Source: an optimization exercise on an open RTL-to-GDS flow (aim: small area and a short achievable clock period). Production flows keep margins and buffers that such runs may drop.
RTL that was checked went through simulation tests only; none was proved equivalent to the original.
Power and IR drop assume default switching activity.

## run 5
==> flow/design.v (excerpt) <==
module SCPU(clk, rst_n, in_valid, instruction, MEM_out, busy, out_valid, out0, out1, out2, out3, out4, out5, out6, out7, out8, out9, out10, out11, out12, out13, out14, out15, WEN, ADDR, MEM_in);
Size in the first run: roughly 4200 cells after synthesis, ~440 flip-flops, roughly 330 I/O pins.
Settings: LEC_CHECK=0, ABC_AREA=1, CAP_MARGIN=0, CORE_MARGIN=2, CORE_UTILIZATION=40, CTS_CLUSTER_DIAMETER=100, CTS_CLUSTER_SIZE=25, PLACE_DENSITY=0.5, SETUP_SLACK_MARGIN=5, SLEW_MARGIN=0, SYNTH_HIERARCHICAL=1, SYNTH_MINIMUM_KEEP_SIZE=0, TNS_END_PERCENT=5; clock period 8.0 ns.
standard.sh (not shown) runs the stock make flow with config.mk's settings and CLKGATE_MAP_FILE= SYNTH_SCRIPT=/design/flow/synth_recipe.tcl, a recipe that flattens the netlist after the stock synthesis.
==> flow/flow/run.sh <==
#!/bin/bash
set -euo pipefail
bash standard.sh "BUFFER_PORTS_ARGS=-buffer_cell sky130_fd_sc_hd__buf_1" finish > standard.log 2>&1
The final layout from run 5, which completed every stage, passed the timing, design-rule and antenna checks at the end of the flow.
Here is what was changed in the inputs of run 1 compared with run 5.
# run 5
export LEC_CHECK = 0
export ABC_AREA = 1
export CAP_MARGIN = 0
export CORE_MARGIN = 2
export CORE_UTILIZATION = 40
export CTS_CLUSTER_DIAMETER = 100
export CTS_CLUSTER_SIZE = 25
export PLACE_DENSITY = 0.5
export SETUP_SLACK_MARGIN = 5
export SLEW_MARGIN = 0
export SYNTH_HIERARCHICAL = 1
export SYNTH_MINIMUM_KEEP_SIZE = 0
export TNS_END_PERCENT = 5
create_clock -name core_clock -period 8.0 [get_ports {clk}]
# run 1
export LEC_CHECK = 0
export ABC_AREA = 1
export CAP_MARGIN = 20
export CORE_MARGIN = 2
export CORE_UTILIZATION = 40
export CTS_CLUSTER_DIAMETER = 100
export CTS_CLUSTER_SIZE = 25
export SLEW_MARGIN = 20
export SYNTH_HIERARCHICAL = 1
export SYNTH_MINIMUM_KEEP_SIZE = 0
create_clock -name core_clock -period 8.0 [get_ports {clk}]
==> flow/flow/run.sh <==
#!/bin/bash
set -euo pipefail
MARGIN=5.3
bash standard.sh "BUFFER_PORTS_ARGS=-buffer_cell sky130_fd_sc_hd__buf_1" "SETUP_SLACK_MARGIN=$MARGIN" finish > standard.log 2>&1
### Flow results
On number of multi-input logic gates, run 1 and run 5 are basically level. From run 5 to run 1 the numbers moved as follows: leakage power figure went up about 46%; number of logic stages on the critical path including buffering now sits higher; worst setup slack went up 0.067 ns. Between run 1 and run 5, the total wire length after detailed routing is lower for run 5. The worst slew slack as a fraction of its limit of run 1 is lower than that of run 5. On number of detailed-route iterations in the first pass: between run 1 and run 5, it ends up lower for run 5. On run 1: relative contribution of combinational cells to total power is 13 points higher than what run 5 gave. Run 1 ends up with a total power of the final layout that is about 40% higher than in run 5. Taking run 1 over run 5, the final cell count ratio works out to 1.09.

---

Setup of job 5241:
SCPU, a different RTL version from the one above (not shown whole).
Size in the first run: about 390 flip-flops, roughly 330 I/O pins, roughly 0.030 sq mm of cells after synthesis.
// SCPU
module SCPU(clk, rst_n, in_valid, instruction, MEM_out, busy, out_valid, out0, out1, out2, out3, out4, out5, out6, out7, out8, out9, out10, out11, out12, out13, out14, out15, WEN, ADDR, MEM_in);
input clk, rst_n, in_valid;
input [18:0] instruction;
input [15:0] MEM_out;
output busy, out_valid, WEN;
output [12:0] ADDR;
output [15:0] MEM_in;
output reg [15:0] out0, out1, out2, out3, out4, out5, out6, out7, out8, out9, out10, out11, out12, out13, out14, out15;
assign busy = 1'b0;
wire [3:0] rs_a = instruction[15:12];
wire [3:0] rt_a = instruction[11:8];
reg [15:0] rdA, rdB;
always @(*) begin
  case (rs_a)
    4'd0: rdA = out0;
    4'd1: rdA = out1;
    4'd2: rdA = out2;
    4'd3: rdA = out3;
    4'd4: rdA = out4;
    4'd5: rdA = out5;
    4'd6: rdA = out6;
    4'd7: rdA = out7;
    4'd8: rdA = out8;
    4'd9: rdA = out9;
    4'd10: rdA = out10;
    4'd11: rdA = out11;
    4'd12: rdA = out12;
    4'd13: rdA = out13;
    4'd14: rdA = out14;
    4'd15: rdA = out15;
  endcase
  case (rt_a)
    4'd0: rdB = out0;
    4'd1: rdB = out1;
    4'd2: rdB = out2;
    4'd3: rdB = out3;
    4'd4: rdB = out4;
    4'd5: rdB = out5;
    4'd6: rdB = out6;
    4'd7: rdB = out7;
    4'd8: rdB = out8;
    4'd9: rdB = out9;
    4'd10: rdB = out10;
    4'd11: rdB = out11;
    4'd12: rdB = out12;
    4'd13: rdB = out13;
    4'd14: rdB = out14;
    4'd15: rdB = out15;
  endcase
end
reg v1;
reg [2:0] op1;
reg [11:0] f1;
reg [15:0] A, B;
  ...
==> flow/config.mk <==
export PLATFORM = sky130hd
export DESIGN_NAME = SCPU
export DESIGN_NICKNAME = SCPU
export VERILOG_FILES = /design/flow/design.v
export SDC_FILE = /design/flow/constraint.sdc
export NUM_CORES = 8
export LEC_CHECK = 0
export CAP_MARGIN = 20
export CORE_MARGIN = 2
export CORE_UTILIZATION = 60
export SETUP_SLACK_MARGIN = 5
export SLEW_MARGIN = 20
==> flow/constraint.sdc <==
create_clock -name core_clock -period 8.0 [get_ports {clk}]
set_input_delay 1.6000 -clock core_clock [delete_from_list [all_inputs] [get_ports {clk}]]
set_output_delay 1.6000 -clock core_clock [all_outputs]
set_load 0.01 [all_outputs]
==> flow/flow/run.sh <==
#!/bin/bash
set -euo pipefail
bash standard.sh "BUFFER_PORTS_ARGS=-buffer_cell sky130_fd_sc_hd__buf_1" finish > standard.log 2>&1
Seen in the log of job 5241: GRT-0116 during 5_1_grt, after which the run never completed.
[inputs] job 9186 vs job 5241
# job 5241
export LEC_CHECK = 0
export CAP_MARGIN = 20
export CORE_MARGIN = 2
export CORE_UTILIZATION = 60
export SETUP_SLACK_MARGIN = 5
export SLEW_MARGIN = 20
create_clock -name core_clock -period 8.0 [get_ports {clk}]
# job 9186
export LEC_CHECK = 0
export ABC_CLOCK_PERIOD_IN_PS = 3000
export CAP_MARGIN = 20
export CORE_MARGIN = 2
export CORE_UTILIZATION = 40
export SETUP_SLACK_MARGIN = 5
export SLEW_MARGIN = 20
create_clock -name core_clock -period 8.0 [get_ports {clk}]
### Flow results
- In summary, job 9186 completed successfully, with a layout that passed the timing, design-rule and antenna checks.
- Summary of job 9186 over job 5241: pre-CTS worst setup slack dropped 0.11 ns; number of instances in the synthesized netlist comparable; effective utilization at floorplan decreased 20 points; number of rows in the core area has increased; number of setup buffers added after CTS shows an increase of about 24%.
The inputs of job 9696 differ from those of job 9186 as listed below.
# job 9186
export LEC_CHECK = 0
export ABC_CLOCK_PERIOD_IN_PS = 3000
export CAP_MARGIN = 20
export CORE_MARGIN = 2
export CORE_UTILIZATION = 40
export SETUP_SLACK_MARGIN = 5
export SLEW_MARGIN = 20
create_clock -name core_clock -period 8.0 [get_ports {clk}]
# job 9696
export LEC_CHECK = 0
export CAP_MARGIN = 20
export CORE_MARGIN = 2
export CORE_UTILIZATION = 40
export SETUP_SLACK_MARGIN = 5
export SLEW_MARGIN = 20
create_clock -name core_clock -period 8.0 [get_ports {clk}]
## What came out
On number of optimization iterations in the first detailed-route pass, job 9186 and job 9696 are basically level. Job 9696: full flow OK, the timing, design-rule and antenna checks passed. Reported for job 9186 and job 9696, switching share of power turned out identical to the last digit. Comparing job 9696 against job 9186, there is no change at all in area of all placed cells without fillers. Initial antenna violation count: job 9696 vs job 9186 identical. Reported for job 9186 and job 9696, placed instance area turned out identical to the last digit. Between job 9186 and job 9696, the difference in post-CTS setup buffer count is negligible.
Inputs modified between job 9696 and job 9891:
# job 9696
export LEC_CHECK = 0
export CAP_MARGIN = 20
export CORE_MARGIN = 2
export CORE_UTILIZATION = 40
export SETUP_SLACK_MARGIN = 5
export SLEW_MARGIN = 20
create_clock -name core_clock -period 8.0 [get_ports {clk}]
# job 9891
export LEC_CHECK = 0
export ABC_AREA = 1
export CAP_MARGIN = 20
export CORE_MARGIN = 2
export CORE_UTILIZATION = 40
export SETUP_SLACK_MARGIN = 5
export SLEW_MARGIN = 20
create_clock -name core_clock -period 8.0 [get_ports {clk}]
Notes after the runs:
Every run (job 9891 and job 9696) finished clean. Summary of the comparison: global-route usage is lower in job 9891, relative to job 9696. Of the two candidates, job 9696 has the worse power and job 9891 the better one. Between job 9891 and job 9696, portion of total power attributed to the clock network is higher for job 9891, job 9696 comes in under that. Relative to job 9696, the number of rows created at floorplan of job 9891 is lower by 2. Job 9696 → job 9891: cell depth of the worst flop-to-flop path fell by 2, design area lost 0.0042 sq mm. Compared with job 9696, cell area power density in job 9891 decreased by more than 10%. Job 9891 ended up with sky130_fd_sc_hd__fa_1 as its critical path's slowest cell; job 9696 ended up with sky130_fd_sc_hd__nor3_4. Delta (job 9891 minus job 9696): critical path depth shows a reduction of 3, setup slack now larger, total wire length after detailed routing lower.
Function was not checked in any run of this note: the RTL went through the layout flow alone.

---

Another version of the RTL of SCPU (not shown whole).
Size in the first run: about 2700 cells after synthesis, about 440 flip-flops, ~330 I/O pins, roughly 0.029 sq mm of cells after synthesis.
==> flow/config.mk <==
export PLATFORM = sky130hd
export DESIGN_NAME = SCPU
export DESIGN_NICKNAME = SCPU
export VERILOG_FILES = /design/flow/design.v
export SDC_FILE = /design/flow/constraint.sdc
export NUM_CORES = 8
export LEC_CHECK = 0
export CAP_MARGIN = 20
export CORE_MARGIN = 2
export CORE_UTILIZATION = 40
export CTS_CLUSTER_DIAMETER = 100
export CTS_CLUSTER_SIZE = 25
export SETUP_SLACK_MARGIN = 5
export SLEW_MARGIN = 20
export SYNTH_HIERARCHICAL = 1
export SYNTH_MINIMUM_KEEP_SIZE = 0
==> flow/constraint.sdc <==
create_clock -name core_clock -period 8.0 [get_ports {clk}]
set_input_delay 1.6000 -clock core_clock [delete_from_list [all_inputs] [get_ports {clk}]]
set_output_delay 1.6000 -clock core_clock [all_outputs]
set_load 0.01 [all_outputs]
Scripts as last shown in full above: flow/flow/run.sh
Next try:
Settings changed: SETUP_SLACK_MARGIN 5 to 4.8.
After rerunning: Die area stays the same; via count goes down by 1.3%; combinational power goes down by about 6%; power goes down by 4.3%; synthesized cell count is unchanged; first-iteration DRC count goes down by 2.4%; design area goes down by 3.4%; clock-buffer cell count goes down by 2; routed wire length goes down by 1.7%.
No run of this note included a check of the RTL's function; only the layout flow was run.

==> re-timing with driven ports <==
In the flow no input, the clock included, has a driving cell. The finished layouts below were timed again as built, in two steps.
Step 1 (the two cells are an assumption about what drives the block):
set clk [get_ports {clk}]
set_driving_cell -lib_cell sky130_fd_sc_hd__clkbuf_16 $clk
set_driving_cell -lib_cell sky130_fd_sc_hd__buf_2 [delete_from_list [all_inputs] $clk]
Step 2, shift: input delay + t, output delay - t, t = (earliest + latest rising clock arrival at the registers) / 2. This alone moves slack from input paths to output paths.
a / b / c = ideal ports / drivers / drivers and shift; a / b = the first two.
run	t, ns	setup WS [ns]	worst slew at a driven data input, ns
run 5	0.698	4.815 / 4.743 / 4.138	0.08
run 1	0.724	4.882 / 4.811 / 4.215	0.12
job 9186	0.678	4.159 / 4.167 / 3.488	0.08
job 9696	0.678	4.159 / 4.167 / 3.488	0.08
job 9891	0.667	4.211 / 4.211 / 3.848	0.11
the first run of note 3	0.696	4.454 / 4.454 / 4.186	0.18
the second run of note 3	0.679	4.272 / 4.272 / 4.055	0.15
After both steps setup and hold are still met in every run listed. The setup slack of run 5, which loses most, moves by -0.072 ns with the drivers and by -0.677 ns with both steps.
